This is an optimization exercise on Yosys and OpenROAD, whose aim is small area, a short achievable clock period and few clock cycles per item, not a production implementation.
The RTL was checked by simulation tests, not by an equivalence proof against the original design.

File: design/flow/config.mk
export PLATFORM = sky130hd
export DESIGN_NAME = bitcoin_hash
export DESIGN_NICKNAME = bitcoin_hash
export VERILOG_FILES = /design/flow/design.v
export SDC_FILE = /design/flow/constraint.sdc
export NUM_CORES = 4
export LEC_CHECK = 0
export CAP_MARGIN = 20
export CORE_MARGIN = 2
export CORE_UTILIZATION = 40
export PLACE_DENSITY = 0.6
export SLEW_MARGIN = 20
File: design/flow/standard.sh
#!/bin/bash
# synth_recipe.tcl (not shown) runs the flow's synth.tcl, then flattens the netlist and writes it again
# the make line also repeats each setting of config.mk as NAME=value (left out here)
make -C /OpenROAD-flow-scripts/flow DESIGN_CONFIG=/design/flow/config.mk WORK_HOME=/design/flow/orfs CLKGATE_MAP_FILE= SYNTH_SCRIPT=/design/flow/synth_recipe.tcl "${@:-finish}"
File: design/flow/constraint.sdc
create_clock -name core_clock -period 12.0 [get_ports {clk}]
set_input_delay 2.4000 -clock core_clock [delete_from_list [all_inputs] [get_ports {clk}]]
set_output_delay 2.4000 -clock core_clock [all_outputs]
set_load 0.01 [all_outputs]
File: design/flow/flow/run.sh
#!/bin/bash
# Standard ORFS layout (the standard.sh), with the timing repair asked to
# overshoot the clock constraint so the achieved period is as short as it can be.
set -euo pipefail
bash standard.sh SETUP_SLACK_MARGIN=8 finish > flow_make.log 2>&1
File: design/flow/design.v
module bitcoin_hash (input logic clk, reset_n, start,
                     input logic [15:0] message_addr, output_addr,
                     output logic done, mem_we,
                     output logic [15:0] mem_addr,
                     output logic [31:0] mem_write_data,
                     input logic [31:0] mem_read_data);
  localparam logic [31:0] IV0 = 32'h6a09e667, IV1 = 32'hbb67ae85,
                          IV2 = 32'h3c6ef372, IV3 = 32'ha54ff53a,
                          IV4 = 32'h510e527f, IV5 = 32'h9b05688c,
                          IV6 = 32'h1f83d9ab, IV7 = 32'h5be0cd19;
  localparam logic [31:0] K0  = 32'h428a2f98;
  localparam logic [2047:0] KTAB = {
    32'h428a2f98, 32'h71374491, 32'hb5c0fbcf, 32'he9b5dba5, 32'h3956c25b, 32'h59f111f1, 32'h923f82a4, 32'hab1c5ed5,
    32'hd807aa98, 32'h12835b01, 32'h243185be, 32'h550c7dc3, 32'h72be5d74, 32'h80deb1fe, 32'h9bdc06a7, 32'hc19bf174,
    32'he49b69c1, 32'hefbe4786, 32'h0fc19dc6, 32'h240ca1cc, 32'h2de92c6f, 32'h4a7484aa, 32'h5cb0a9dc, 32'h76f988da,
    32'h983e5152, 32'ha831c66d, 32'hb00327c8, 32'hbf597fc7, 32'hc6e00bf3, 32'hd5a79147, 32'h06ca6351, 32'h14292967,
    32'h27b70a85, 32'h2e1b2138, 32'h4d2c6dfc, 32'h53380d13, 32'h650a7354, 32'h766a0abb, 32'h81c2c92e, 32'h92722c85,
    32'ha2bfe8a1, 32'ha81a664b, 32'hc24b8b70, 32'hc76c51a3, 32'hd192e819, 32'hd6990624, 32'hf40e3585, 32'h106aa070,
    32'h19a4c116, 32'h1e376c08, 32'h2748774c, 32'h34b0bcb5, 32'h391c0cb3, 32'h4ed8aa4a, 32'h5b9cca4f, 32'h682e6ff3,
    32'h748f82ee, 32'h78a5636f, 32'h84c87814, 32'h8cc70208, 32'h90befffa, 32'ha4506ceb, 32'hbef9a3f7, 32'hc67178f2
  };
  localparam logic [2047:0] KNEXT = {KTAB[2015:0], KTAB[2047:2016]};
  function automatic logic [31:0] rotr(input logic [31:0] x, input int r);
    rotr = (x >> r) | (x << (32 - r));
  endfunction
  function automatic logic [63:0] csa(input logic [31:0] x, y, z);
    logic [31:0] s, c;
    s = x ^ y ^ z;
    c = (x & y) | (x & z) | (y & z);
    csa = {c[30:0], 1'b0, s};
  endfunction
  localparam logic [3:0] IDLE = 4'd0, FILL = 4'd1, LD1 = 4'd2, B1 = 4'd3, FF1 = 4'd4,
                         LD2F = 4'd5, B2 = 4'd6, LD3 = 4'd7, B3 = 4'd8, LD2N = 4'd9,
                         OUTX = 4'd10, OUTY = 4'd11;
  logic [3:0]  ph;
  logic [5:0]  t;
  logic [3:0]  n;
  logic [31:0] a, b, c, d, e, f, g, hkw;
  logic [31:0] W [0:15];
  logic [31:0] ra1 [0:1];    
  logic [31:0] ra2 [0:1];    
  logic [31:0] re1 [0:1];    
  logic [31:0] re2 [0:1];    
  logic [31:0] kr;           
  logic f_ldiv, f_ldm, f_ld3, f_useM, f_r1, f_rld1, f_rld2;
  logic f_wmem, f_wsch, f_fw61, f_fw62, f_fw63;
  logic [1:0]  f_k;
  logic [31:0] cw;           
  logic [3:0] ph_nx;
  logic [5:0] t_nx;
  always_comb begin
    ph_nx = ph; t_nx = t;
    case (ph)
      IDLE: if (start) begin ph_nx = FILL; t_nx = 6'd0; end
      FILL: if (t == 6'd15) begin ph_nx = LD1; t_nx = 6'd63; end else t_nx = t + 6'd1;
      LD1:  begin ph_nx = B1; t_nx = 6'd0; end
      B1:   if (t == 6'd63) ph_nx = FF1; else t_nx = t + 6'd1;
      FF1:  ph_nx = LD2F;
      LD2F: begin ph_nx = B2; t_nx = 6'd0; end
      B2:   if (t == 6'd63) ph_nx = LD3; else t_nx = t + 6'd1;
      LD3:  begin ph_nx = B3; t_nx = 6'd0; end
      B3:   if (t == 6'd63) ph_nx = (n == 4'd15) ? OUTX : LD2N; else t_nx = t + 6'd1;
      LD2N: begin ph_nx = B2; t_nx = 6'd0; end
      OUTX: ph_nx = OUTY;
      OUTY: ph_nx = IDLE;
      default: ph_nx = IDLE;
    endcase
  end
  wire nrnd  = (ph_nx == B1) | (ph_nx == B2) | (ph_nx == B3);
  wire ff_hi = (t_nx >= 6'd61);
  wire       ninj1 = (ph_nx == B1) & (t_nx >= 6'd50);
  wire       ninj3 = (ph_nx == B3) & (t_nx >= 6'd49);
  wire       ninj  = ninj1 | ninj3 | (ph_nx == FF1) | (ph_nx == LD2F) | (ph_nx == LD2N);
  wire [4:0] nj    = ninj1 ? {1'b0, t_nx[3:0]} - 5'd2 : ninj3 ? {1'b0, t_nx[3:0]} - 5'd1 :
                     (ph_nx == FF1) ? 5'd14 : 5'd15;
  wire [3:0] nn    = (ph_nx == B1) ? 4'd0 : n + 4'd1;
  wire       nc3   = ((ph_nx == B2) & (t_nx >= 6'd57)) | (ph_nx == LD3);
  logic [31:0] ncw;
  always_comb begin
    ncw = 32'd0;
    if (ninj) begin
      if (nj == 5'd3) ncw = {28'd0, nn};
      else if (nj == 5'd4) ncw = 32'h80000000;
      else if (nj == 5'd15) ncw = 32'd640;
    end else if (nc3) begin
      if (ph_nx == LD3) ncw = 32'd256;
      else if (t_nx == 6'd57) ncw = 32'h80000000;
    end
  end
  wire [31:0] S1 = rotr(e, 6) ^ rotr(e, 11) ^ rotr(e, 25);
  wire [31:0] S0 = rotr(a, 2) ^ rotr(a, 13) ^ rotr(a, 22);
  wire [31:0] ch = (e & f) ^ (~e & g);
  wire [31:0] mj = (a & b) | (c & (a | b));
  wire [63:0] pa1 = csa(hkw, ch, mj);
  wire [63:0] pa2 = csa(pa1[31:0], pa1[63:32], S1);
  wire [63:0] pa3 = csa(pa2[31:0], pa2[63:32], S0);
  wire [31:0] a_new = pa3[31:0] + pa3[63:32];
  wire [63:0] pe1 = csa(hkw, ch, d);
  wire [63:0] pe2 = csa(pe1[31:0], pe1[63:32], S1);
  wire [31:0] e_new = pe2[31:0] + pe2[63:32];
  wire [31:0] hx = f_ldm ? re1[1] : f_ldiv ? (IV7 + K0) : g;
  wire [31:0] hy = f_ld3 ? a : W[1];
  wire [63:0] ph1 = csa(hx, kr, hy);
  wire [31:0] hkw_new = ph1[31:0] + ph1[63:32];
  wire [31:0] s0w = rotr(W[1], 7) ^ rotr(W[1], 18) ^ (W[1] >> 3);
  wire [31:0] s1w = rotr(W[14], 17) ^ rotr(W[14], 19) ^ (W[14] >> 10);
  wire [63:0] pw1 = csa(W[0], W[9], s0w);
  wire [63:0] pw2 = csa(pw1[31:0], pw1[63:32], s1w);
  wire [31:0] w_new = pw2[31:0] + pw2[63:32];
  wire [31:0] w15 = f_wmem ? mem_read_data : f_wsch ? w_new : cw;
  logic [31:0] iva, ive;
  always_comb begin
    case (f_k)
      2'd0: begin iva = IV0; ive = IV4; end
      2'd1: begin iva = IV1; ive = IV5; end
      2'd2: begin iva = IV2; ive = IV6; end
      default: begin iva = IV3; ive = IV7; end
    endcase
  end
  wire [31:0] fa = (f_useM ? (f_r1 ? ra1[1] : ra2[1]) : iva) + a;
  wire [31:0] fe = (f_useM ? (f_r1 ? re1[1] : re2[1]) : ive) + e;
  wire        wr_next = (ph == LD2N) | (ph == OUTX) | ((ph == B3) & (t == 6'd63));
  logic [4:0] off;
  always_comb begin
    if (ph == IDLE) off = 5'd0;
    else if (ph == FILL) off = {1'b0, t[3:0]} + 5'd1;
    else if (ph == B1) off = t[4:0];              
    else off = t[4:0] + 5'd1;                     
  end
  wire [15:0] abase = wr_next ? output_addr : message_addr;
  wire [15:0] aoff  = wr_next ? {12'd0, (ph == OUTX) ? 4'd15 : n} : {11'd0, off};
  wire        ld = f_ldiv | f_ldm;
  wire [31:0] la = f_ldiv ? IV0 : ra2[0];
  wire [31:0] lb = f_ldiv ? IV1 : ra2[1];
  wire [31:0] lc = f_ldiv ? IV2 : ra1[0];
  wire [31:0] ld_ = f_ldiv ? IV3 : ra1[1];
  wire [31:0] le = f_ldiv ? IV4 : re2[0];
  wire [31:0] lf = f_ldiv ? IV5 : re2[1];
  wire [31:0] lg = f_ldiv ? IV6 : re1[0];
  integer i;
  always_ff @(posedge clk) begin
    if (ld) begin
      a <= la; b <= lb; c <= lc; d <= ld_; e <= le; f <= lf; g <= lg;
    end else begin
      a <= a_new; b <= a; c <= b; d <= c;
      e <= e_new; f <= e; g <= f;
    end
    hkw <= hkw_new;
    for (i = 0; i < 15; i = i + 1) W[i] <= W[i+1];
    W[15] <= w15;
    if (f_fw61) begin W[6] <= fa; W[10] <= fe; end
    if (f_fw62) begin W[4] <= fa; W[8]  <= fe; end
    if (f_fw63) begin W[2] <= fa; W[6]  <= fe; end
    if (f_ld3)  begin W[0] <= fa; W[4]  <= fe; end
    ra1[1] <= ra1[0]; ra1[0] <= f_rld1 ? fa : ra1[1];
    re1[1] <= re1[0]; re1[0] <= f_rld1 ? fe : re1[1];
    ra2[1] <= ra2[0]; ra2[0] <= f_rld2 ? fa : ra2[1];
    re2[1] <= re2[0]; re2[0] <= f_rld2 ? fe : re2[1];
    mem_write_data <= fa;
    mem_addr <= abase + aoff;
    if (!reset_n) begin
      ph <= IDLE;
      done <= 1'b0;
      mem_we <= 1'b0;
    end else begin
      ph <= ph_nx;
      mem_we <= (ph == LD2N) | (ph == OUTX);
      if (ph == IDLE && start) done <= 1'b0;
      if (ph == OUTY) done <= 1'b1;
    end
    t <= t_nx;
    if (ph == IDLE) n <= 4'd0;
    else if (ph == LD2N) n <= n + 4'd1;
    f_ldiv <= (ph_nx == LD1) | (ph_nx == LD3);
    f_ldm  <= (ph_nx == LD2F) | (ph_nx == LD2N);
    f_ld3  <= (ph_nx == LD3);
    f_useM <= (ph_nx == B2) | (ph_nx == LD3);
    f_r1   <= (t_nx == 6'd61) | (t_nx == 6'd62);
    f_k    <= nrnd ? (2'd0 - t_nx[1:0]) : 2'd0;
    f_rld1 <= (ph_nx == B1) & ((t_nx == 6'd61) | (t_nx == 6'd62));
    f_rld2 <= ((ph_nx == B1) & (t_nx == 6'd63)) | (ph_nx == FF1);
    f_fw61 <= (ph_nx == B2) & (t_nx == 6'd61);
    f_fw62 <= (ph_nx == B2) & (t_nx == 6'd62);
    f_fw63 <= (ph_nx == B2) & (t_nx == 6'd63);
    f_wmem <= (ph_nx == FILL) | (ph_nx == LD1) | (ninj & (nj < 5'd3));
    f_wsch <= ~ninj & ~nc3;
    cw     <= ncw;
    kr     <= (ph_nx == LD3) ? ra2[0] : (ph_nx == LD1) ? 32'd0 : KNEXT[(6'd63 - t_nx) * 32 +: 32];
  end
endmodule
==> reports/qor.csv, run 1 <==
metric,value,unit
post-layout util,0.520,
"most used cell, CP",fa_1,
Via density,5.65,
Syn Inst Count,5678,
hold depth,0,
max_cap viols,0,
GPL Wtd Cong,1.01,
setup_tns,0,ps
Synth Net Count,6216,
"Max FO, Critical Path",5,
cts hold-fix bufs,0,
FF-to-FF path depth,16,
vias in the first global route,43700,
clk buf depth,3,
top-area cell type share of the netlist area,0.407,
"CP delay by family, top",compound AO/OA/AOI/OAI gates,
die area,0.143,sq mm
M1 GR Usage,0.415,
width of the chip,378,microns
H-tree depth,3,
distinct cell type count after synthesis,101,
Seq. cell area,0.0230,sq mm
status,finished clean,
layout cells sized above 1,0.267,
Synth area leader,dfxtp_1,
DR WL/cell,27.8,microns
Core Region,0.139,sq mm
dpl ws,5860,ps
IO Port Bufs,116,
Syn Area/Cell,9.88,sq um
gr busiest metal,met2,
Final Hold Viols,0,
all-layer global routing usage,0.303,
skew final,72.7,ps
hold_sp,W[4][10]$_DFF_P_,
Setup WS post-layout,7080,ps
largest net degree at the start of global routing,91,
multi-input logic area,0.0348,sq mm
Starting Density,0.403,
initial antenna violation count,10,
met3 Use GR,0.0523,
DR iter-0 viols,4299,
most common cell in the synthesized netlist,dfxtp_1,
WP data required,12670,ps
Die Ht,378,microns
Rows,137,
Final Cycle Share,0.410,
Async SR Flop Fraction,0,
Yosys warnings,6,
Syn Std Cell Area,0.0561,sq mm
Worst-path clk slew,70,ps
Worst Hold Class,flip-flop to flip-flop,
Post-DP HPWL,158,mm
Slowest Stage Delay on Critical Path,560,ps
FF-to-FF Start,e[2]$_DFF_P_,
worst hold endpoint,W[3][10]$_DFF_P_,
Critical Path Source Type,flip-flop,
"EDFF count, synth",0,
worst path buffer plus inverter count,2,
worst skew pair latency,780,ps
"Seq/Total Area, Yosys",0.407,
cts bufs inserted,119,
grt met2 use,0.446,
Filler cells,12300,
Vias,45600,
R2R setup slack,7080,ps
Root Driver,clkbuf_16,
critical path data arrival time,5590,ps
Post-route DRC,0,
"Cell Chain, Critical Path",mux2_4 -> fa_1 -> inv_1 -> fa_1 -> inv_2 -> fa_2 -> ha_4 -> a211oi_4 -> o21ai_4 -> a2111oi_4 -> o31ai_4 -> a221o_2 -> a21oi_4 -> o31a_1 -> nor3_1 -> a211o_1,
Top-Level Pins,117,
"Max stage delay cell, worst path",fa_2,
global-route wire length before repair,314,mm
reg2reg end,a[28]$_DFF_P_,
RSZ-0062 raised after global routing,yes,
final wirelength,225,mm
Area contributors post-synth,"dfxtp_1 (41%), fa_1 (9.0%), mux2i_1 (5.1%)",
critical path class,flip-flop to flip-flop,
Slew headroom,0.0633,
element type at the critical path end,flip-flop,
Sink Count,1141,
min cycle time layout,4920,ps
post-route ant nets,0,
actual slew at the worst max-slew pin,1390,ps
fin nets,6625,
Most used DFF post-synth,dfxtp_1,
"FF+latch count, synth",1141,
Peak Freq,203,MHz
Post-synth top cells,"dfxtp_1 (1141), nand2_1 (418), inv_1 (392), a21oi_1 (390), nor2_1 (330)",
Syn-to-layout area delta,29.3,%
Final setup viols,0,
CTS tree,done,
GRT overflow,0,
"Slew Viols, Final",0,
drt first pass iters,5,
[worst reg2reg max path: stages, from the launching register on]
cell and delay, ps:
dfxtp_4 360, mux2_4 320, fa_1 490, inv_1 50
fa_1 500, inv_2 40, fa_2 560, ha_4 220
a211oi_4 300, o21ai_4 130, a2111oi_4 430, o31ai_4 150
a221o_2 470, a21oi_4 270, o31a_1 210, nor3_1 50
a211o_1 250
[how the worst max path moves through the flow]
stage,from,end,slack (ps),cells past startpoint
3_3_place_gp,start,kr[23]$_DFF_P_,5820,13
2_1_floorplan,start,cw[9]$_SDFF_PP0_,7380,14
4_1_cts,e[2]$_DFF_P_,a[28]$_DFF_P_,7130,16
3_5_place_dp,start,kr[23]$_DFF_P_,5860,13
5_1_grt,e[2]$_DFF_P_,a[23]$_DFF_P_,6990,19
6_report,e[2]$_DFF_P_,a[28]$_DFF_P_,7080,16
[registers in the layout, summed over array words and instances, names as in the netlist, 6 cells and up]
name / flops
hkw: 32
d: 32
kr: 32
f: 32
W: 512
re2: 64
a: 32
g: 32
ra2: 64
c: 32
mem_addr: 16
ra1: 64
re1: 64
mem_write_data: 32
e: 32
b: 32
t: 6
cw: 7
[cell type report]
type                    count  area share
diodes                      3    0.000104
multi-input cells        3828       0.480
well taps                1876      0.0324
clock inverters            61      0.0132
clock buffers             162      0.0467
repair buffers            598      0.0878
inverters                 399      0.0221
flip-flops and latches   1141       0.318
[layer usage]
layer,vias to the layer above,share of wire
met5,-,0.00020
met4,6,0.070
met3,537,0.086
met2,2159,0.42
met1,22500,0.42
li1,20400,-
[cells in the final DEF (no fill, tap or decap), types with 23 or more instances in the layout]
| cell | count |
|---|---|
| a211oi_1 | 32 |
| a21o_1 | 130 |
| a21oi_1 | 318 |
| a21oi_2 | 54 |
| a22o_1 | 25 |
| a31oi_1 | 25 |
| and3_1 | 28 |
| buf_12 | 47 |
| buf_4 | 330 |
| buf_6 | 62 |
| clkbuf_16 | 126 |
| clkbuf_8 | 25 |
| clkdlybuf4s50_1 | 61 |
| dfxtp_1 | 1068 |
| dfxtp_2 | 34 |
| dfxtp_4 | 39 |
| dlygate4sd2_1 | 53 |
| fa_1 | 234 |
| ha_1 | 144 |
| ha_4 | 54 |
| inv_1 | 366 |
| mux2_2 | 224 |
| mux2i_1 | 275 |
| nand2_1 | 391 |
| nand2b_1 | 28 |
| nand3_1 | 73 |
| nor2_1 | 296 |
| nor2_4 | 23 |
| nor2b_1 | 37 |
| nor3_1 | 50 |
| o211ai_1 | 56 |
| o21a_1 | 36 |
| o21ai_0 | 154 |
| o21ai_1 | 37 |
| o21ai_2 | 32 |
| xnor2_1 | 250 |
| xnor2_2 | 51 |
| xor2_1 | 83 |
[cells by family after synthesis]
group	count (synthesis)	synth area share
AOI/OAI and AO/OA	1247	0.146
and+or+nand+nor	1157	0.0937
DFF	1141	0.407
buffers and inverters	710	0.0488
muxes	515	0.0970
adders and majority gates	501	0.144
xor gates and xnor gates	407	0.0635
[stage by stage]
step / hold WS [ps] / cells / cell area [sq um]
final: 295 / 8068 / 72500
after global routing: 298 / 8066 / 72500
after CTS: 287 / 7923 / 69300
after detailed placement: 312 / 7449 / 59700
after global placement: 309 / 7448 / 59700
after floorplan: 310 / 5678 / 56900
[repair_timing]
action | 4_1_cts | 5_1_grt
gates cloned | 17 | 8
setup endpoints to repair | 478 | 278
setup buffers | 234 | 134
resized for setup | 664 | 392
pin swaps | 204 | 237
Testbench counts, summed over its fixed seeds: cycles 34,640, jobs 16.
==> run 2, diff against run 1 <==
--- a/design/flow/config.mk
+++ b/design/flow/config.mk
@@ -7,2 +7,3 @@
 export LEC_CHECK = 0
+export ABC_AREA = 1
 export CAP_MARGIN = 20
@@ -10,2 +11,4 @@
 export CORE_UTILIZATION = 40
+export CTS_BUF_LIST = sky130_fd_sc_hd__clkbuf_8
+export CTS_CLUSTER_SIZE = 30
 export PLACE_DENSITY = 0.6
==> run 2 against run 1 <==
Effect of this change: global-route usage increased by 3.0 points; first-iteration DRC count increased by 27%; final cell count rose by 14%; utilization decreased by 3.7 points; cell area shrank 7.0%; sequential share of layout area increased by 2.4 points; highest routed layer unchanged.
==> reports/qor.csv, run 2 <==
metric,value,unit,change
critical path class,flip-flop to flip-flop,,
Via density,5.46,,-3.4%
Critical Path Source Type,flip-flop,,
cts hold-fix bufs,0,,unchanged
Async SR Flop Fraction,0,,unchanged
"FF+latch count, synth",1141,,unchanged
all-layer global routing usage,0.334,,+0.0302
Die Ht,378,microns,about the same
post-route ant nets,0,,unchanged
Yosys warnings,6,,unchanged
Area contributors post-synth,"dfxtp_1 (41%), nand2_1 (9.5%), fa_1 (9.0%)",,
"commonest non-fill, non-tap cell in the layout",nand2_1,,
final wirelength,243,mm,+8.2%
Starting Density,0.402,,about the same
Finished Cell Area,0.0674,sq mm,-7.0%
initial antenna violation count,15,,+5
clk buf depth,3,,unchanged
actual slew at the worst max-slew pin,1020,ps,-376 ps
CTS tree,done,,
status,finished clean,,
metal3 WL,22.9,mm,+18%
Setup WS post-layout,7680,ps,+598 ps
met2 wire length,104,mm,+9.6%
fin nets,7718,,+16%
"Seq/Total Area, Yosys",0.408,,about the same
cts bufs inserted,190,,+60%
layout cells sized above 1,0.152,,-0.115
Syn Std Cell Area,0.0560,sq mm,about the same
drt first pass iters,6,,+1
RSZ-0062 raised after global routing,yes,,
placed cells,8744,,+17%
Syn Inst Count,6940,,+22%
Rows,137,,unchanged
Syn-to-layout area delta,20.3,%,
vias in the first global route,47800,,+9.3%
WP data required,12880,ps,+210 ps
Root Driver,clkbuf_8,,
DR top layer,met5,,
"Slew Viols, Final",0,,unchanged
DR WL/cell,26.4,microns,-5.2%
skew final,80.3,ps,+7.56 ps
most frequent cells in the layout,"nand2_1 (1350), dfxtp_1 (1059), inv_1 (941), o21ai_0 (574), nor2_1 (406)",,
Syn Area/Cell,8.08,sq um,-18%
die area,0.143,sq mm,about the same
metal1 wirelength,102,mm,+7.2%
Placed Area,0.0592,sq mm,-0.93%
dpl ws,6110,ps,+247 ps
Final setup viols,0,,unchanged
Peak Freq,232,MHz,+14%
IO Port Bufs,116,,unchanged
Vias,50300,,+10%
Synth area leader,dfxtp_1,,
Final Cycle Share,0.360,,-0.0499
largest net degree at the start of global routing,77,,-15%
worst skew pair latency,990,ps,+210 ps
Final Hold Viols,0,,unchanged
Core Region,0.139,sq mm,unchanged
"EDFF count, synth",0,,unchanged
distinct cell type count after synthesis,61,,-40%
Top-Level Pins,117,,unchanged
Post-DP HPWL,186,mm,+18%
Synth Net Count,7478,,+20%
global-route wire length before repair,341,mm,+8.8%
Post-route DRC,0,,unchanged
"Max FO, Critical Path",4,,-1
Post-synth top cells,"nand2_1 (1415), dfxtp_1 (1141), inv_1 (913), o21ai_0 (722), nor2_1 (438)",,
min cycle time layout,4320,ps,-598 ps
top-area cell type share of the netlist area,0.408,,about the same
Filler cells,13600,,+10%
largest register by flop count,W,,
element type at the critical path end,flip-flop,,
Slew headroom,0.322,,+0.259
Most used DFF post-synth,dfxtp_1,,
setup_tns,0,ps,unchanged
GPL Wtd Cong,1.03,,+1.4%
GRT overflow,0,,unchanged
Worst Hold Class,flip-flop to flip-flop,,
Largest register FFs,512,,unchanged
H-tree depth,4,,+1
most common cell in the synthesized netlist,nand2_1,,
Worst-path clk slew,70,ps,about the same
max_cap viols,0,,unchanged
width of the chip,378,microns,about the same
Layout Cells excl Fill,9214,,+14%
DR iter-0 viols,5454,,+27%
critical path data arrival time,5200,ps,-390 ps
Sink Count,1141,,unchanged
-- run 2: cell types whose count changed after synthesis, sizes merged, moves of 38 or more --
cell	before	now
mux2	228	0
buf	84	46
mux2i	287	3
xnor2	311	150
nand2	419	1434
a211oi	64	9
inv	397	927
a21o	132	26
nor2	334	457
nor2b	54	0
o21ai	233	737
nand3	92	257
xor2	96	199
-- run 2: worst paths after layout --
| check | end | slack, ps | start | cells past startpoint |
|---|---|---|---|---|
| max | a[29]$_DFF_P_ | 7680 | a[1]$_DFF_P_ | 20 |
| min | W[11][8]$_DFF_P_ | 290 | W[12][8]$_DFF_P_ | 0 |
| max reg2reg | a[29]$_DFF_P_ | 7680 | a[1]$_DFF_P_ | 20 |
| min reg2reg | W[11][8]$_DFF_P_ | 290 | W[12][8]$_DFF_P_ | 0 |
-- run 2: critical path: stages (launching register included) --
cell and delay [ps]:
dfxtp_4 340, maj3_2 340, fa_1 520, inv_1 50, fa_1 490, inv_2 40, fa_1 480, ha_2 200
inv_2 40, fa_2 370, nor2_4 140, nand2_2 70, nand2_4 90, a21oi_4 90, o21ai_4 210, inv_2 90
o21ai_4 180, nand4_1 160, nand3_1 120, nand2_1 50, o21ai_1 140
-- run 2: final cells by class --
cell class,count,area [sq um],area share
Timing Repair inverter,1,8.76,0.000130
Clock inverter,107,950,0.0141
Sequential cell,1141,23100,0.342
Multi-Input combinational cell,4615,31300,0.464
Antenna cell,6,15.0,0.000223
Tap cell,1876,2350,0.0348
Inverter,932,3560,0.0528
Clock buffer,237,3260,0.0484
Timing Repair Buffer,299,2960,0.0439
-- run 2: kinds of logic after synthesis --
| kind of cell | count (synthesis) | share of synthesized area |
|---|---|---|
| buffers and inverters | 1184 | 0.0805 |
| flip-flops | 1141 | 0.408 |
| XOR/XNOR | 349 | 0.0545 |
| AO/OA/AOI/OAI | 1488 | 0.147 |
| adder cells (fa/ha/maj) | 482 | 0.141 |
| multiplexers | 3 | 0.000536 |
| AND/OR/NAND/NOR | 2293 | 0.169 |
-- run 2: per-stage QoR --
step	hold WS, ps	utilization
after global placement	310	0.425
after global routing	285	0.484
after floorplan	310	-
after CTS	276	0.474
final	287	0.484
after detailed placement	312	0.425
-- run 2: timing repair --
action / CTS / global route
buffers inserted: 72 / 43
pin swaps: 53 / 60
resized for setup: 675 / 286
endpoints found under the setup margin: 477 / 284
cloned: 5 / 0
-- run 2: routing by layer --
layer	track usage	vias to the layer above
met5	0	-
met4	0.176	4
met3	0.0641	521
met2	0.502	2664
met1	0.452	24300
li1	-	22800
==> run 3, diff against run 2 <==
==> design/flow/flow/run.sh (replaced) <==
#!/bin/bash
# Standard ORFS layout (the standard.sh) with two changes to how it is made:
#  - timing repair is asked to overshoot the clock constraint (setup margin 8 ns),
#    so the achieved period comes out as short as the repair can make it;
#  - clock tree: sink clusters of up to 30 flip-flops, clkbuf_8 buffers, no dummy loads.
set -euo pipefail
bash standard.sh SETUP_SLACK_MARGIN=8 \
  "CTS_ARGS=-sink_clustering_enable -repair_clock_nets -sink_clustering_size 30 -buf_list sky130_fd_sc_hd__clkbuf_8 -dont_use_dummy_load" \
  finish > flow_make.log 2>&1
--- a/design/flow/config.mk
+++ b/design/flow/config.mk
@@ -11,4 +11,2 @@
 export CORE_UTILIZATION = 40
-export CTS_BUF_LIST = sky130_fd_sc_hd__clkbuf_8
-export CTS_CLUSTER_SIZE = 30
 export PLACE_DENSITY = 0.6
==> run 3 against run 2 <==
Effect of this change: hold slack got worse by 45 ps; flip-flop and latch count did not move; still clean on timing, DRC and antenna; wire length fell by 0.49%; critical endpoint is now a[13]$_DFF_P_; clock skew rose by 51 ps; worst setup slack improved by 23 ps; count of clock-buffer cells in the layout fell by 47; highest routed layer unchanged.
==> reports/qor.csv, run 3 <==
metric,value,unit,change
"Max FO, Critical Path",4,,unchanged
Post-DP HPWL,186,mm,unchanged
"FF+latch count, synth",1141,,unchanged
Core Region,0.139,sq mm,unchanged
largest net degree at the start of global routing,77,,unchanged
cts bufs inserted,190,,unchanged
Root Driver,clkbuf_8,,
simple-gate share of the synthesized area,0.169,,unchanged
Via density,5.47,,+0.31%
Yosys warnings,6,,unchanged
critical path class,flip-flop to flip-flop,,
distinct cell type count after synthesis,61,,unchanged
Vias,49600,,-1.3%
die area,0.143,sq mm,unchanged
Synth Net Count,7478,,unchanged
H-tree depth,4,,unchanged
IO Port Bufs,116,,unchanged
RSZ-0062 raised after global routing,yes,,
clk buf depth,3,,unchanged
post-route ant nets,0,,unchanged
most frequent cells in the layout,"nand2_1 (1348), dfxtp_1 (1063), inv_1 (884), o21ai_0 (576), nor2_1 (409)",,
critical path data arrival time,5070,ps,-130 ps
Syn Inst Count,6940,,unchanged
Final Hold Viols,0,,unchanged
Syn-to-layout area delta,17.5,%,
multiplexer share of the synthesized area,0.000536,,unchanged
global-route wire length before repair,338,mm,-0.83%
Filler cells,13700,,+0.97%
Sink Count,1141,,unchanged
drt first pass iters,6,,unchanged
CTS tree,done,,
Worst-path clk slew,60,ps,about the same
Area contributors post-synth,"dfxtp_1 (41%), nand2_1 (9.5%), fa_1 (9.0%)",,
Final Cycle Share,0.358,,-0.00191
Largest register FFs,512,,unchanged
Die Ht,378,microns,unchanged
GRT overflow,0,,unchanged
vias in the first global route,47400,,-0.80%
Synth area leader,dfxtp_1,,
top-area cell type share of the netlist area,0.408,,unchanged
status,finished clean,,
fin nets,7726,,+0.10%
Top-Level Pins,117,,unchanged
largest register by flop count,W,,
worst skew pair latency,970,ps,-20 ps
max_cap viols,0,,unchanged
Worst Hold Class,flip-flop to flip-flop,,
FF-to-FF path depth,20,,unchanged
DR iter-0 viols,5299,,-2.8%
cts hold-fix bufs,0,,unchanged
element type at the critical path end,flip-flop,,
largest family of logic cells by synthesized area,simple AND/OR/NAND/NOR gates,,
DR WL/cell,26.7,microns,+1.1%
min cycle time layout,4300,ps,-23.0 ps
Rows,137,,unchanged
GPL Wtd Cong,1.03,,unchanged
most common cell in the synthesized netlist,nand2_1,,
WP data required,12780,ps,-100 ps
Post-synth top cells,"nand2_1 (1415), dfxtp_1 (1141), inv_1 (913), o21ai_0 (722), nor2_1 (438)",,
final wirelength,242,mm,-0.49%
Syn Std Cell Area,0.0560,sq mm,unchanged
layout cells sized above 1,0.141,,-0.0104
"Slew Viols, Final",0,,unchanged
XOR/XNOR share of the synthesized area,0.0545,,unchanged
Critical Path Source Type,flip-flop,,
Most used DFF post-synth,dfxtp_1,,
Compound-Gate Fraction of Synth Area,0.147,,unchanged
Post-route DRC,0,,unchanged
hold depth,0,,unchanged
Peak Freq,233,MHz,+0.53%
Final setup viols,0,,unchanged
width of the chip,378,microns,unchanged
Starting Density,0.402,,unchanged
"commonest non-fill, non-tap cell in the layout",nand2_1,,
setup_tns,0,ps,unchanged
Slew headroom,0.360,,+0.0374
Syn Area/Cell,8.08,sq um,unchanged
Async SR Flop Fraction,0,,unchanged
"Seq/Total Area, Yosys",0.408,,unchanged
post-layout util,0.473,,-0.0112
"EDFF count, synth",0,,unchanged
Synth Area in Adders,0.141,,unchanged
initial antenna violation count,14,,-1
actual slew at the worst max-slew pin,961,ps,-56.1 ps
all-layer global routing usage,0.331,,-0.00253
skew final,131,ps,+50.9 ps
-- run 3: stage by stage --
step                cells  hold WS, ps  setup slack, ps  instance area, sq um
finish               9067          242             7700                 65900
global route         9063          242             7610                 65900
CTS                  8999          238             7730                 64300
detailed placement   8744          312             6110                 59200
global placement     8743          310             6070                 59200
floorplan            6940          310             7770                 56200
-- run 3: path summary, 6_finish.rpt --
check,startpoint,end,slack [ps]
worst max-delay path,a[1]$_DFF_P_,a[13]$_DFF_P_,7700
worst min-delay path,W[15][8]$_DFF_P_,W[14][8]$_DFF_P_,240
worst max register to register,a[1]$_DFF_P_,a[13]$_DFF_P_,7700
worst min register to register,W[15][8]$_DFF_P_,W[14][8]$_DFF_P_,240
-- run 3: cell families (layout without fill, tap and decap cells) --
logic type | Yosys count | count (layout)
xor gates and xnor gates | 349 | 349
DFF | 1141 | 1141
buffers and inverters | 1184 | 1430
adders and majority gates | 482 | 482
AOI/OAI and AO/OA | 1488 | 1488
muxes | 3 | 3
other | 0 | 5
and+or+nand+nor | 2293 | 2293
-- run 3: what timing repair did --
action	in CTS	in global routing
endpoints found under the setup margin	481	268
pin swaps	54	84
cloned	5	2
gates resized for setup	642	284
hold endpoints to repair	0	0
setup buffers	60	61
-- run 3: critical path: stages, from the launching register on --
cell     delay (ps)
dfxtp_4         340
maj3_2          330
fa_1            550
inv_1            50
fa_1            490
inv_2            40
fa_1            480
ha_2            200
inv_2            50
fa_2            390
nor2_4          110
nand2_2          70
nand2_4          80
a21oi_4         100
o21ai_4         210
inv_2            80
o21ai_4         170
buf_4           150
a21oi_2          50
o21ai_2         160
nand2_1          80
-- run 3: layer usage --
metal  GRT usage  share of wire
met5           0        0.00031
met2       0.497           0.43
met4       0.177          0.063
met3      0.0674          0.093
met1       0.447           0.42
-- run 3: layout make-up --
class                      count  area, sq um  area share
sequential                  1141        23000       0.350
inverter                     932         3570      0.0541
clock buffer                 190         2620      0.0397
multi-input combinational   4615        31300       0.475
tap                         1876         2350      0.0356
antenna                        5         12.5    0.000190
timing repair inverter         1         8.76    0.000133
timing repair buffer         307         3010      0.0457
==> run 4, diff against run 3 <==
--- a/design/flow/config.mk
+++ b/design/flow/config.mk
@@ -10,4 +10,4 @@
 export CORE_MARGIN = 2
-export CORE_UTILIZATION = 40
-export PLACE_DENSITY = 0.6
+export CORE_UTILIZATION = 55
+export PLACE_DENSITY = 0.7
 export SLEW_MARGIN = 20
==> run 4 against run 3 <==
Effect of this change: flip-flop and latch count stayed put; count of clock-buffer cells in the layout down 9; hold slack better by 33 ps.
==> reports/qor.csv, run 4 <==
metric,value,unit,change
Worst Hold Class,flip-flop to flip-flop,,
Critical Path Source Type,flip-flop,,
Filler cells,8736,,-36%
Syn Inst Count,6940,,unchanged
Worst-path clk slew,60,ps,about the same
setup_tns,0,ps,unchanged
Layout Cells excl Fill,8551,,-5.7%
fin nets,7711,,-0.19%
Top-Level Pins,117,,unchanged
critical path data arrival time,5020,ps,-50 ps
initial antenna violation count,17,,+3
DR WL/cell,27.9,microns,+4.6%
CP startpoint,a[12]$_DFF_P_,,
"Max stage delay cell, worst path",fa_1,,
Vias,51500,,+3.7%
R2R setup slack,7750,ps,+50 ps
most common cell in the synthesized netlist,nand2_1,,
die area,0.104,sq mm,-27%
placed cells,8224,,-5.9%
Largest register FFs,512,,unchanged
largest net degree at the start of global routing,87,,+13%
Syn-to-layout area delta,16.1,%,
"FF+latch count, synth",1141,,unchanged
"EDFF count, synth",0,,unchanged
critical path class,flip-flop to flip-flop,,
reg2reg end,a[31]$_DFF_P_,,
Syn Std Cell Area,0.0560,sq mm,unchanged
Root Driver,clkbuf_8,,
Rows,117,,-15%
H-tree depth,4,,unchanged
"commonest non-fill, non-tap cell in the layout",nand2_1,,
Most used DFF post-synth,dfxtp_1,,
width of the chip,323,microns,-15%
Final setup viols,0,,unchanged
"most used cell, CP",fa_1,,
Slowest Stage Delay on Critical Path,540,ps,about the same
actual slew at the worst max-slew pin,1140,ps,+178 ps
RSZ-0062 raised after global routing,yes,,
Peak Freq,235,MHz,+1.1%
post-route ant nets,0,,unchanged
largest register by flop count,W,,
element type at the critical path end,flip-flop,,
Sink Count,1141,,unchanged
most frequent cells in the layout,"nand2_1 (1354), dfxtp_1 (1059), inv_1 (876), o21ai_0 (575), nor2_1 (417)",,
final wirelength,239,mm,-1.3%
clk buf depth,3,,unchanged
"Seq/Total Area, Yosys",0.408,,unchanged
Final Hold Viols,0,,unchanged
skew final,132,ps,+1.06 ps
GPL Wtd Cong,1.09,,+5.5%
FF-to-FF path depth,17,,-15%
drt first pass iters,8,,+2
Yosys warnings,6,,unchanged
layout cells sized above 1,0.137,,-0.00472
Core Region,0.101,sq mm,-27%
DR iter-0 viols,6848,,+29%
Crit path depth,17,,-15%
Area contributors post-synth,"dfxtp_1 (41%), nand2_1 (9.5%), fa_1 (9.0%)",,
CTS tree,done,,
"Slew Viols, Final",0,,unchanged
Synth Net Count,7478,,unchanged
Synth area leader,dfxtp_1,,
"Cell Chain, Critical Path",o21ai_2 -> o21ai_4 -> fa_1 -> inv_1 -> fa_1 -> inv_1 -> fa_1 -> ha_4 -> a21oi_1 -> o21ai_0 -> a21oi_2 -> o21ai_4 -> buf_4 -> buf_6 -> a21oi_4 -> xnor2_2 -> o21ai_1,,
distinct cell type count after synthesis,61,,unchanged
all-layer global routing usage,0.446,,+0.115
"Max FO, Critical Path",6,,+2
min cycle time layout,4250,ps,-47.2 ps
vias in the first global route,48500,,+2.3%
Die Ht,323,microns,-15%
Post-synth top cells,"nand2_1 (1415), dfxtp_1 (1141), inv_1 (913), o21ai_0 (722), nor2_1 (438)",,
Worst setup endpoint,a[31]$_DFF_P_,,
Post-route DRC,0,,unchanged
Async SR Flop Fraction,0,,unchanged
Slew headroom,0.238,,-0.121
Starting Density,0.552,,+0.150
GRT overflow,0,,unchanged
worst path buffer plus inverter count,4,,-1
WP data required,12770,ps,about the same
status,finished clean,,
IO Port Bufs,116,,unchanged
Via density,6.02,,+10%
Final Cycle Share,0.354,,-0.00393
top-area cell type share of the netlist area,0.408,,unchanged
Post-DP HPWL,179,mm,-3.8%
worst skew pair latency,910,ps,-60 ps
"CP delay by family, top",adder cells,,
cts bufs inserted,181,,-4.7%
global-route wire length before repair,333,mm,-1.6%
FF-to-FF Start,a[12]$_DFF_P_,,
Syn Area/Cell,8.08,sq um,unchanged
max_cap viols,0,,unchanged
-- run 4: cell families after synthesis --
| logic type | after synthesis | synth area share |
|---|---|---|
| fa+ha+maj | 482 | 0.141 |
| simple gates | 2293 | 0.169 |
| xor+xnor | 349 | 0.0545 |
| mux | 3 | 0.000536 |
| compound gates | 1488 | 0.147 |
| flops | 1141 | 0.408 |
| buf+inv | 1184 | 0.0805 |
-- run 4: what timing repair did --
item | CTS | global route
gates resized for setup | 589 | 325
setup endpoints to repair | 469 | 311
hold buffers | 0 | 0
buffers inserted | 68 | 56
cloned | 4 | 6
pin swaps | 49 | 70
-- run 4: stage by stage --
stage / utilization / cell area (sq um) / setup WS [ps] / hold slack [ps]
after detailed placement: 0.576 / 58500 / 6410 / 312
after CTS: 0.624 / 63300 / 7880 / 265
after global placement: 0.576 / 58400 / 6440 / 310
after floorplan: - / 56200 / 7770 / 310
after global routing: 0.641 / 65100 / 7640 / 268
final: 0.641 / 65100 / 7750 / 275
-- run 4: how the worst min path moves through the flow --
stage,start,to,slack (ps),depth (start not counted)
3_5_place_dp,W[12][9]$_DFF_P_,W[11][9]$_DFF_P_,310,0
6_report,re1[0][28]$_DFF_P_,re1[1][28]$_DFF_P_,270,0
4_1_cts,W[4][8]$_DFF_P_,W[3][8]$_DFF_P_,260,0
2_1_floorplan,W[12][0]$_DFF_P_,W[11][0]$_DFF_P_,310,0
3_3_place_gp,W[6][21]$_DFF_P_,W[5][21]$_DFF_P_,310,0
5_1_grt,W[4][8]$_DFF_P_,W[3][8]$_DFF_P_,270,0
-- run 4: final cells by class --
type | instances | area, sq um | share of cell area
Clock buffer | 181 | 2490 | 0.0383
Timing Repair Buffer | 298 | 2950 | 0.0453
Timing Repair inverter | 4 | 30.0 | 0.000461
Inverter | 932 | 3580 | 0.0550
Multi-Input combinational cell | 4615 | 31200 | 0.480
Tap cell | 1368 | 1710 | 0.0263
Antenna cell | 12 | 30.0 | 0.000461
Sequential cell | 1141 | 23100 | 0.354
-- run 4: metal layers --
layer  wire length, microns  GRT usage  vias to the layer above
met3                  27600      0.102                      948
met5                     46          0                        -
met2                 100000      0.662                     3491
met1                  89300      0.571                    24300
li1                       -          -                    22700
met4                  21600      0.326                        6
==> run 5, diff against run 4 <==
--- a/design/flow/config.mk
+++ b/design/flow/config.mk
@@ -10,4 +10,4 @@
 export CORE_MARGIN = 2
-export CORE_UTILIZATION = 55
-export PLACE_DENSITY = 0.7
+export CORE_UTILIZATION = 65
+export PLACE_DENSITY = 0.8
 export SLEW_MARGIN = 20
==> run 5 against run 4 <==
Effect of this change: area after synthesis unchanged; synthesized cell count unchanged; the flow now stops in global routing.
==> reports/qor.csv, run 5 <==
metric,value,unit,change
status,stopped before the end,,
Stop stage,global routing,,
stop err,[ERROR GRT-0232] Routing congestion too high. Check the congestion heatmap in the GUI.,,
IO Port Bufs,116,,unchanged
"Seq/Total Area, Yosys",0.408,,unchanged
WEP type,register input,,
largest family of logic cells by synthesized area,simple AND/OR/NAND/NOR gates,,
Post-synth top cells,"nand2_1 (1415), dfxtp_1 (1141), inv_1 (913), o21ai_0 (722), nor2_1 (438)",,
GPL Wtd Cong,1.09,,+0.82%
Syn Std Cell Area,0.0560,sq mm,unchanged
Starting Density,0.657,,+0.105
GRT worst endpoint,a[27]$_DFF_P_/D,,
Sink Count,1141,,unchanged
clk buf depth,3,,unchanged
Top-Level Pins,117,,unchanged
Synth area leader,dfxtp_1,,
cts hold-fix bufs,0,,unchanged
Root Driver,clkbuf_8,,
Async SR Flop Fraction,0,,unchanged
Rows,107,,-8.5%
Synth Net Count,7478,,unchanged
largest net degree at the start of global routing,90,,
Yosys warnings,6,,unchanged
multiplexer share of the synthesized area,0.000536,,unchanged
simple-gate share of the synthesized area,0.169,,unchanged
Most used DFF post-synth,dfxtp_1,,
distinct cell type count after synthesis,61,,unchanged
"EDFF count, synth",0,,unchanged
width of the chip,298,microns,-7.9%
Compound-Gate Fraction of Synth Area,0.147,,unchanged
XOR/XNOR share of the synthesized area,0.0545,,unchanged
Synth Area in Adders,0.141,,unchanged
Post-DP HPWL,182,mm,+2.0%
top-area cell type share of the netlist area,0.408,,unchanged
most common cell in the synthesized netlist,nand2_1,,
cts bufs inserted,174,,-3.9%
Die Ht,298,microns,-7.9%
Syn Inst Count,6940,,unchanged
all-layer global routing usage,0.732,,
GRT overflow,34,,
Syn Area/Cell,8.08,sq um,unchanged
Area contributors post-synth,"dfxtp_1 (41%), nand2_1 (9.5%), fa_1 (9.0%)",,
"FF+latch count, synth",1141,,unchanged
H-tree depth,4,,unchanged
-- run 5: cell counts after synthesis --
No cell type changed its count.
-- run 5: cells by family after synthesis --
group	count (synthesis)
adder cells (fa/ha/maj)	482
AND/OR/NAND/NOR	2293
AO/OA/AOI/OAI	1488
flip-flops	1141
XOR/XNOR	349
buffers and inverters	1184
multiplexers	3
-- run 5: worst min-delay path by stage --
stage	end	slack [ps]	cells after the start
global placement	W[3][27]$_DFF_P_	310	0
detailed placement	W[11][11]$_DFF_P_	310	0
CTS	W[14][0]$_DFF_P_	280	0
floorplan	W[11][0]$_DFF_P_	310	0
-- run 5: what timing repair did --
action	CTS
pin swaps	48
buffers inserted	74
resized for setup	596
gates cloned	8
endpoints found under the setup margin	455
-- run 5: stage by stage --
step | utilization | cell area [sq um] | setup WS [ps] | hold slack [ps] | instances
floorplan | - | 56200 | 7770 | 310 | 6940
global placement | 0.682 | 58200 | 6310 | 310 | 8002
detailed placement | 0.682 | 58200 | 6280 | 312 | 8002
CTS | 0.739 | 63000 | 7680 | 285 | 8258
-- run 5: metal layers --
layer,GRT overflow,global-route usage
met5,0,0.279
met4,14,0.732
met3,1,0.573
met2,19,0.903
met1,0,0.728
==> run 6, diff against run 5 <==
==> design/flow/flow/run.sh (replaced) <==
#!/bin/bash
# Standard ORFS layout (the standard.sh) with two changes to how it is made:
#  - timing repair is asked to overshoot the clock constraint (setup margin 7.7 ns),
#    so the achieved period comes out as short as the repair can make it;
#  - clock tree: sink clusters of up to 30 flip-flops, clkbuf_8 buffers, no dummy loads.
set -euo pipefail
bash standard.sh SETUP_SLACK_MARGIN=7.7 \
  "CTS_ARGS=-sink_clustering_enable -repair_clock_nets -sink_clustering_size 30 -buf_list sky130_fd_sc_hd__clkbuf_8 -dont_use_dummy_load" \
  finish > flow_make.log 2>&1
--- a/design/flow/config.mk
+++ b/design/flow/config.mk
@@ -10,4 +10,4 @@
 export CORE_MARGIN = 2
-export CORE_UTILIZATION = 65
-export PLACE_DENSITY = 0.8
+export CORE_UTILIZATION = 55
+export PLACE_DENSITY = 0.7
 export SLEW_MARGIN = 20
==> run 6 against run 5 <==
Effect of this change: the run now finishes clean; synthesized cell count unchanged; area after synthesis unchanged.
==> reports/qor.csv, run 6 <==
metric,value,unit,change
WP data required,12690,ps,
Most used DFF post-synth,dfxtp_1,,
CTS tree,done,,
global-route wire length before repair,330,mm,
setup_tns,0,ps,
Synth area leader,dfxtp_1,,
all-layer global routing usage,0.443,,
Filler cells,8871,,
worst hold endpoint,W[11][3]$_DFF_P_,,
Post-synth top cells,"nand2_1 (1415), dfxtp_1 (1141), inv_1 (913), o21ai_0 (722), nor2_1 (438)",,
hold_sp,W[12][3]$_DFF_P_,,
top-area cell type share of the netlist area,0.408,,unchanged
Top-Level Pins,117,,unchanged
fin nets,7617,,
min cycle time layout,4380,ps,
R2R setup slack,7620,ps,
DR iter-0 viols,6158,,
Vias,50500,,
Final Hold Viols,0,,
largest register by flop count,W,,
Area contributors post-synth,"dfxtp_1 (41%), nand2_1 (9.5%), fa_1 (9.0%)",,
"EDFF count, synth",0,,unchanged
IO Port Bufs,116,,unchanged
drt first pass iters,9,,
"Max FO, Critical Path",5,,
width of the chip,323,microns,+8.6%
Yosys warnings,6,,unchanged
"commonest non-fill, non-tap cell in the layout",nand2_1,,
Async SR Flop Fraction,0,,unchanged
max_cap viols,0,,
most common cell in the synthesized netlist,nand2_1,,
Critical Path Source Type,flip-flop,,
hold depth,0,,
GPL Wtd Cong,1.09,,-0.50%
Final Cycle Share,0.365,,
Die Ht,323,microns,+8.6%
largest net degree at the start of global routing,117,,
GRT overflow,0,,
Sink Count,1141,,unchanged
vias in the first global route,47900,,
post-route ant nets,0,,
Syn Area/Cell,8.08,sq um,unchanged
Final setup viols,0,,
Worst-path clk slew,60,ps,
Peak Freq,228,MHz,
Root Driver,clkbuf_8,,
Rows,117,,+9.3%
Via density,5.97,,
Worst Hold Class,flip-flop to flip-flop,,
Post-route DRC,0,,
Synth Net Count,7478,,unchanged
layout cells sized above 1,0.0947,,
Syn Std Cell Area,0.0560,sq mm,unchanged
Syn-to-layout area delta,12.1,%,
most frequent cells in the layout,"nand2_1 (1384), dfxtp_1 (1080), inv_1 (897), o21ai_0 (621), nor2_1 (423)",,
die area,0.104,sq mm,
"FF+latch count, synth",1141,,unchanged
critical path data arrival time,5060,ps,
skew final,153,ps,
FF-to-FF path depth,15,,
Finished Cell Area,0.0628,sq mm,
status,finished clean,,
clk buf depth,3,,unchanged
distinct cell type count after synthesis,61,,unchanged
Syn Inst Count,6940,,unchanged
initial antenna violation count,23,,
actual slew at the worst max-slew pin,1170,ps,
RSZ-0062 raised after global routing,yes,,
DR WL/cell,27.9,microns,
FF-to-FF Start,f_k[0]$_SDFF_PN0_,,
Core Region,0.101,sq mm,
cts bufs inserted,180,,+3.4%
Starting Density,0.552,,-0.105
Slew headroom,0.217,,
cts hold-fix bufs,0,,unchanged
H-tree depth,4,,unchanged
reg2reg end,W[8][12]$_DFF_P_,,
"Seq/Total Area, Yosys",0.408,,unchanged
element type at the critical path end,flip-flop,,
worst skew pair latency,900,ps,
Largest register FFs,512,,
"Slew Viols, Final",0,,
Post-DP HPWL,182,mm,-0.34%
final wirelength,236,mm,
Placed Area,0.0584,sq mm,+0.30%
critical path class,flip-flop to flip-flop,,
CP startpoint,f_k[0]$_SDFF_PN0_,,
run 6: cell counts after synthesis:
Identical to the previous run, type by type.
run 6: cells by family after synthesis:
group / count (synthesis) / share of synthesized area
adders and majority gates: 482 / 0.141
xor gates and xnor gates: 349 / 0.0545
and+or+nand+nor: 2293 / 0.169
DFF: 1141 / 0.408
muxes: 3 / 0.000536
AOI/OAI and AO/OA: 1488 / 0.147
buffers and inverters: 1184 / 0.0805
run 6: timing repair:
action | 4_1_cts | 5_1_grt
setup endpoints to repair | 217 | 213
cloned | 2 | 3
gates resized for setup | 304 | 207
setup buffers | 19 | 16
pin swaps | 18 | 25
run 6: per-stage QoR:
| step | cells | hold WS, ps | utilization | setup slack (ps) |
|---|---|---|---|---|
| final | 8451 | 225 | 0.619 | 7620 |
| after global routing | 8446 | 232 | 0.619 | 7520 |
| after CTS | 8426 | 218 | 0.610 | 7590 |
| after detailed placement | 8225 | 312 | 0.575 | 6360 |
| after global placement | 8225 | 310 | 0.575 | 6420 |
| after floorplan | 6940 | 310 | - | 7660 |
run 6: how the worst max path moves through the flow:
stage | slack (ps) | cells after the start | endpoint
6_report | 7620 | 15 | W[8][12]$_DFF_P_
5_1_grt | 7520 | 19 | a[11]$_DFF_P_
4_1_cts | 7590 | 17 | kr[15]$_DFF_P_
3_5_place_dp | 6360 | 16 | kr[15]$_DFF_P_
3_3_place_gp | 6420 | 15 | kr[17]$_DFF_P_
2_1_floorplan | 7660 | 22 | a[27]$_DFF_P_
run 6: cell type report:
cell class / count / area (sq um) / share of cell area
antenna: 6 / 15.0 / 0.000239
clock buffer: 180 / 2480 / 0.0394
inverter: 932 / 3530 / 0.0562
multi-input combinational: 4618 / 30000 / 0.478
sequential: 1141 / 23000 / 0.366
tap: 1368 / 1710 / 0.0273
timing repair buffer: 206 / 2070 / 0.0329
run 6: critical path: stages (launching register included):
cell     delay (ps)
dfxtp_1         350
ha_1            230
or2_2           420
nor2_4          360
buf_4           230
a21oi_1         110
ha_1            230
inv_1            60
o21ai_0         210
a31oi_1         460
nand2_1          90
a21oi_1         370
inv_1           220
or2_2           330
nand2_1         350
o21ai_0         180
run 6: routing by layer:
metal | GRT usage | wire [microns] | vias to the layer above | share of wire
met4 | 0.320 | 19800 | 22 | 0.084
met5 | 0 | 296 | - | 0.0013
met1 | 0.553 | 87900 | 23900 | 0.37
met3 | 0.111 | 26900 | 794 | 0.11
li1 | - | - | 22500 | -
met2 | 0.670 | 101000 | 3278 | 0.43
==> run 7, diff against run 6 <==
==> design/flow/flow/run.sh (replaced) <==
#!/bin/bash
# Standard ORFS layout (the standard.sh) with three changes to how it is made:
#  - no full-adder extraction in synthesis (ADDER_MAP_FILE empty): the carry-save
#    adders are left to ABC's gate mapping;
#  - timing repair is asked to overshoot the clock constraint (setup margin 8 ns),
#    so the achieved period comes out as short as the repair can make it;
#  - clock tree: sink clusters of up to 30 flip-flops, clkbuf_8 buffers, no dummy loads.
set -euo pipefail
bash standard.sh ADDER_MAP_FILE= SETUP_SLACK_MARGIN=8 \
  "CTS_ARGS=-sink_clustering_enable -repair_clock_nets -sink_clustering_size 30 -buf_list sky130_fd_sc_hd__clkbuf_8 -dont_use_dummy_load" \
  finish > flow_make.log 2>&1
==> run 7 against run 6 <==
Effect of this change: still clean; clock skew down 41 ps; non-clock buffer count up 41; global-route usage up 2.4 points; worst setup slack better by 380 ps; synthesized cell count up 37%; die area up 10%; area after synthesis up 10%; fmax up 9.4%; final cell count up 33%; critical endpoint is now W[0][29]$_DFF_P_.
==> reports/qor.csv, run 7 <==
metric,value,unit,change
Most used DFF post-synth,dfxtp_1,,
skew final,112,ps,-41.0 ps
"EDFF count, synth",0,,unchanged
Area contributors post-synth,"dfxtp_1 (37%), nand2_1 (20%), inv_1 (6.8%)",,
most common cell in the synthesized netlist,nand2_1,,
most frequent cells in the layout,"nand2_1 (3234), inv_1 (1099), dfxtp_1 (1098), nand3_1 (717), nor2_1 (643)",,
largest net degree at the start of global routing,82,,-30%
GPL Wtd Cong,1.08,,-0.59%
IO Port Bufs,116,,unchanged
Post-synth top cells,"nand2_1 (3271), dfxtp_1 (1141), inv_1 (1120), nand3_1 (724), nor2_1 (667)",,
Core Region,0.111,sq mm,+9.5%
Post-DP HPWL,218,mm,+20%
top-area cell type share of the netlist area,0.370,,-0.0380
final wirelength,281,mm,+19%
worst path buffer plus inverter count,4,,+1
status,finished clean,,
Syn Std Cell Area,0.0618,sq mm,+10%
Synth area leader,dfxtp_1,,
Finished Cell Area,0.0683,sq mm,+8.7%
FF-to-FF Start,f_r1$_DFF_P_,,
worst skew pair latency,900,ps,about the same
Worst Hold Class,flip-flop to flip-flop,,
global-route wire length before repair,398,mm,+20%
Async SR Flop Fraction,0,,unchanged
Post-route DRC,0,,unchanged
"Max stage delay cell, worst path",buf_6,,
Final Hold Viols,0,,unchanged
Final setup viols,0,,unchanged
Peak Freq,250,MHz,+9.4%
CTS tree,done,,
Layout Cells excl Fill,11200,,+33%
element type at the critical path end,flip-flop,,
"Seq/Total Area, Yosys",0.370,,-0.0380
DR WL/cell,25.1,microns,-10%
"Slew Viols, Final",0,,unchanged
post-route ant nets,0,,unchanged
Synth Net Count,9579,,+28%
Vias,66700,,+32%
min cycle time layout,4000,ps,-377 ps
vias in the first global route,61800,,+29%
Filler cells,10200,,+15%
Sink Count,1141,,unchanged
Syn Area/Cell,6.50,sq um,-20%
layout cells sized above 1,0.0852,,-0.00949
actual slew at the worst max-slew pin,1280,ps,+113 ps
placed cells,10900,,+33%
cts bufs inserted,179,,-0.56%
clk buf depth,3,,unchanged
GRT overflow,0,,unchanged
"commonest non-fill, non-tap cell in the layout",nand2_1,,
Critical Path Source Type,flip-flop,,
distinct cell type count after synthesis,83,,+36%
"CP delay by family, top",simple AND/OR/NAND/NOR gates,,
Rows,122,,+4.3%
Syn Inst Count,9512,,+37%
Root Driver,clkbuf_8,,
Slowest Stage Delay on Critical Path,350,ps,-110 ps
width of the chip,339,microns,+5.0%
hold_sp,W[6][1]$_DFF_P_,,
max_cap viols,0,,unchanged
Placed Area,0.0642,sq mm,+10%
"Cell Chain, Critical Path",buf_6 -> inv_2 -> buf_6 -> nand2_1 -> a21oi_2 -> xor2_2 -> o21ai_0 -> a21o_1 -> nor2_4 -> nor2_1 -> nor2_2 -> inv_1 -> nand2_1 -> nand2_1 -> nand2_1 -> nand2_1 -> nand2_1 -> o21ai_0,,
"FF+latch count, synth",1141,,unchanged
CP startpoint,f_r1$_DFF_P_,,
Syn-to-layout area delta,10.5,%,
critical path class,flip-flop to flip-flop,,
all-layer global routing usage,0.468,,+0.0244
largest register by flop count,W,,
Yosys warnings,6,,unchanged
Worst-path clk slew,70,ps,about the same
Top-Level Pins,117,,unchanged
RSZ-0062 raised after global routing,yes,,
Largest register FFs,512,,unchanged
DR iter-0 viols,9173,,+49%
Via density,5.95,,-0.35%
H-tree depth,4,,unchanged
cts hold-fix bufs,0,,unchanged
Slew headroom,0.141,,-0.0753
die area,0.115,sq mm,+10%
fin nets,9777,,+28%
"Max FO, Critical Path",37,,+32
critical path data arrival time,4690,ps,-370 ps
setup_tns,0,ps,unchanged
Starting Density,0.556,,+0.00379
WP data required,12680,ps,about the same
initial antenna violation count,18,,-22%
drt first pass iters,13,,+4
Final Cycle Share,0.333,,-0.0315
Die Ht,339,microns,+5.0%
"most used cell, CP",nand2_1,,
## run 7: final timing paths
kind                 endpoint  slack, ps  cells past startpoint
min reg2reg   W[5][1]$_DFF_P_        290                      0
max          W[0][29]$_DFF_P_       8000                     18
min           W[5][1]$_DFF_P_        290                      0
max reg2reg  W[0][29]$_DFF_P_       8000                     18
## run 7: cells by family (layout without fill, tap and decap cells)
kind of cell | Yosys count | in the layout | synth area share
AO/OA/AOI/OAI | 1467 | 1467 | 0.136
AND/OR/NAND/NOR | 5058 | 5060 | 0.342
multiplexers | 6 | 6 | 0.000972
adder cells (fa/ha/maj) | 1 | 1 | 0.000162
XOR/XNOR | 422 | 422 | 0.0608
buffers and inverters | 1417 | 1611 | 0.0904
flip-flops | 1141 | 1141 | 0.370
other | 0 | 11 | 0
## run 7: stage by stage
stage               setup slack, ps  utilization  hold slack [ps]
floorplan                      7900            -              310
global placement               5950        0.578              310
detailed placement             5900        0.578              312
CTS                            7940        0.606              291
global route                   7920        0.614              296
finish                         8000        0.615              291
## run 7: layout make-up
type,count,area (sq um),share of cell area
tap,1488,1860,0.0273
timing repair buffer,247,2390,0.0350
clock buffer,179,2460,0.0361
multi-input combinational,6956,34100,0.499
antenna,11,27.5,0.000403
inverter,1185,4570,0.0669
sequential,1141,22900,0.336
## run 7: routing by layer
| layer | up-vias | GRT usage | part of all wire |
|---|---|---|---|
| met5 | - | 0 | 0.00025 |
| met4 | 12 | 0.392 | 0.10 |
| met3 | 1161 | 0.116 | 0.12 |
| met2 | 4447 | 0.713 | 0.42 |
| met1 | 30500 | 0.555 | 0.36 |
| li1 | 30600 | - | - |
## run 7: timing repair
item	CTS	global route
endpoints found under the setup margin	369	229
cloned	4	3
setup buffers	28	44
pin swaps	10	19
resized for setup	172	159

## what the ideal ports hide
No port has a modelled driver above. Below, the same layouts with a new extraction and two added sets of constraints. Step 1, drivers: a clkbuf_16 drives clk and a buf_2 each remaining input, both assumed. Step 2 times the ports against the registers' clock, not the clock port: input delays grow and output delays shrink by t, the midpoint of the rising clock arrivals with the driver on. Slacks: ideal / step 1 / step 2; pairs: ideal / step 1.
| run | t, ns | setup WS [ns] | worst setup path after step 2 | worst slew at a driven data input, ns | cell pins on the clock port's net |
|---|---|---|---|---|---|
| run 1 | 0.830 | 7.084 / 7.084 / 6.970 | input to register | 0.06 | 1 |
| run 2 | 1.019 | 7.682 / 7.682 / 7.131 | input to register | 0.04 | 1 |
| run 3 | 0.969 | 7.705 / 7.705 / 7.146 | input to register | 0.04 | 1 |
| run 4 | 0.921 | 7.752 / 7.752 / 7.233 | input to register | 0.05 | 1 |
| run 6 | 0.894 | 7.621 / 7.621 / 7.059 | input to register | 0.05 | 1 |
| run 7 | 0.916 | 7.998 / 7.971 / 7.119 | input to register | 0.07 | 1 |
After both steps every run listed still meets setup and hold. The setup slack of run 7, which loses most, moves by -0.027 ns with the drivers and by -0.879 ns with both steps.
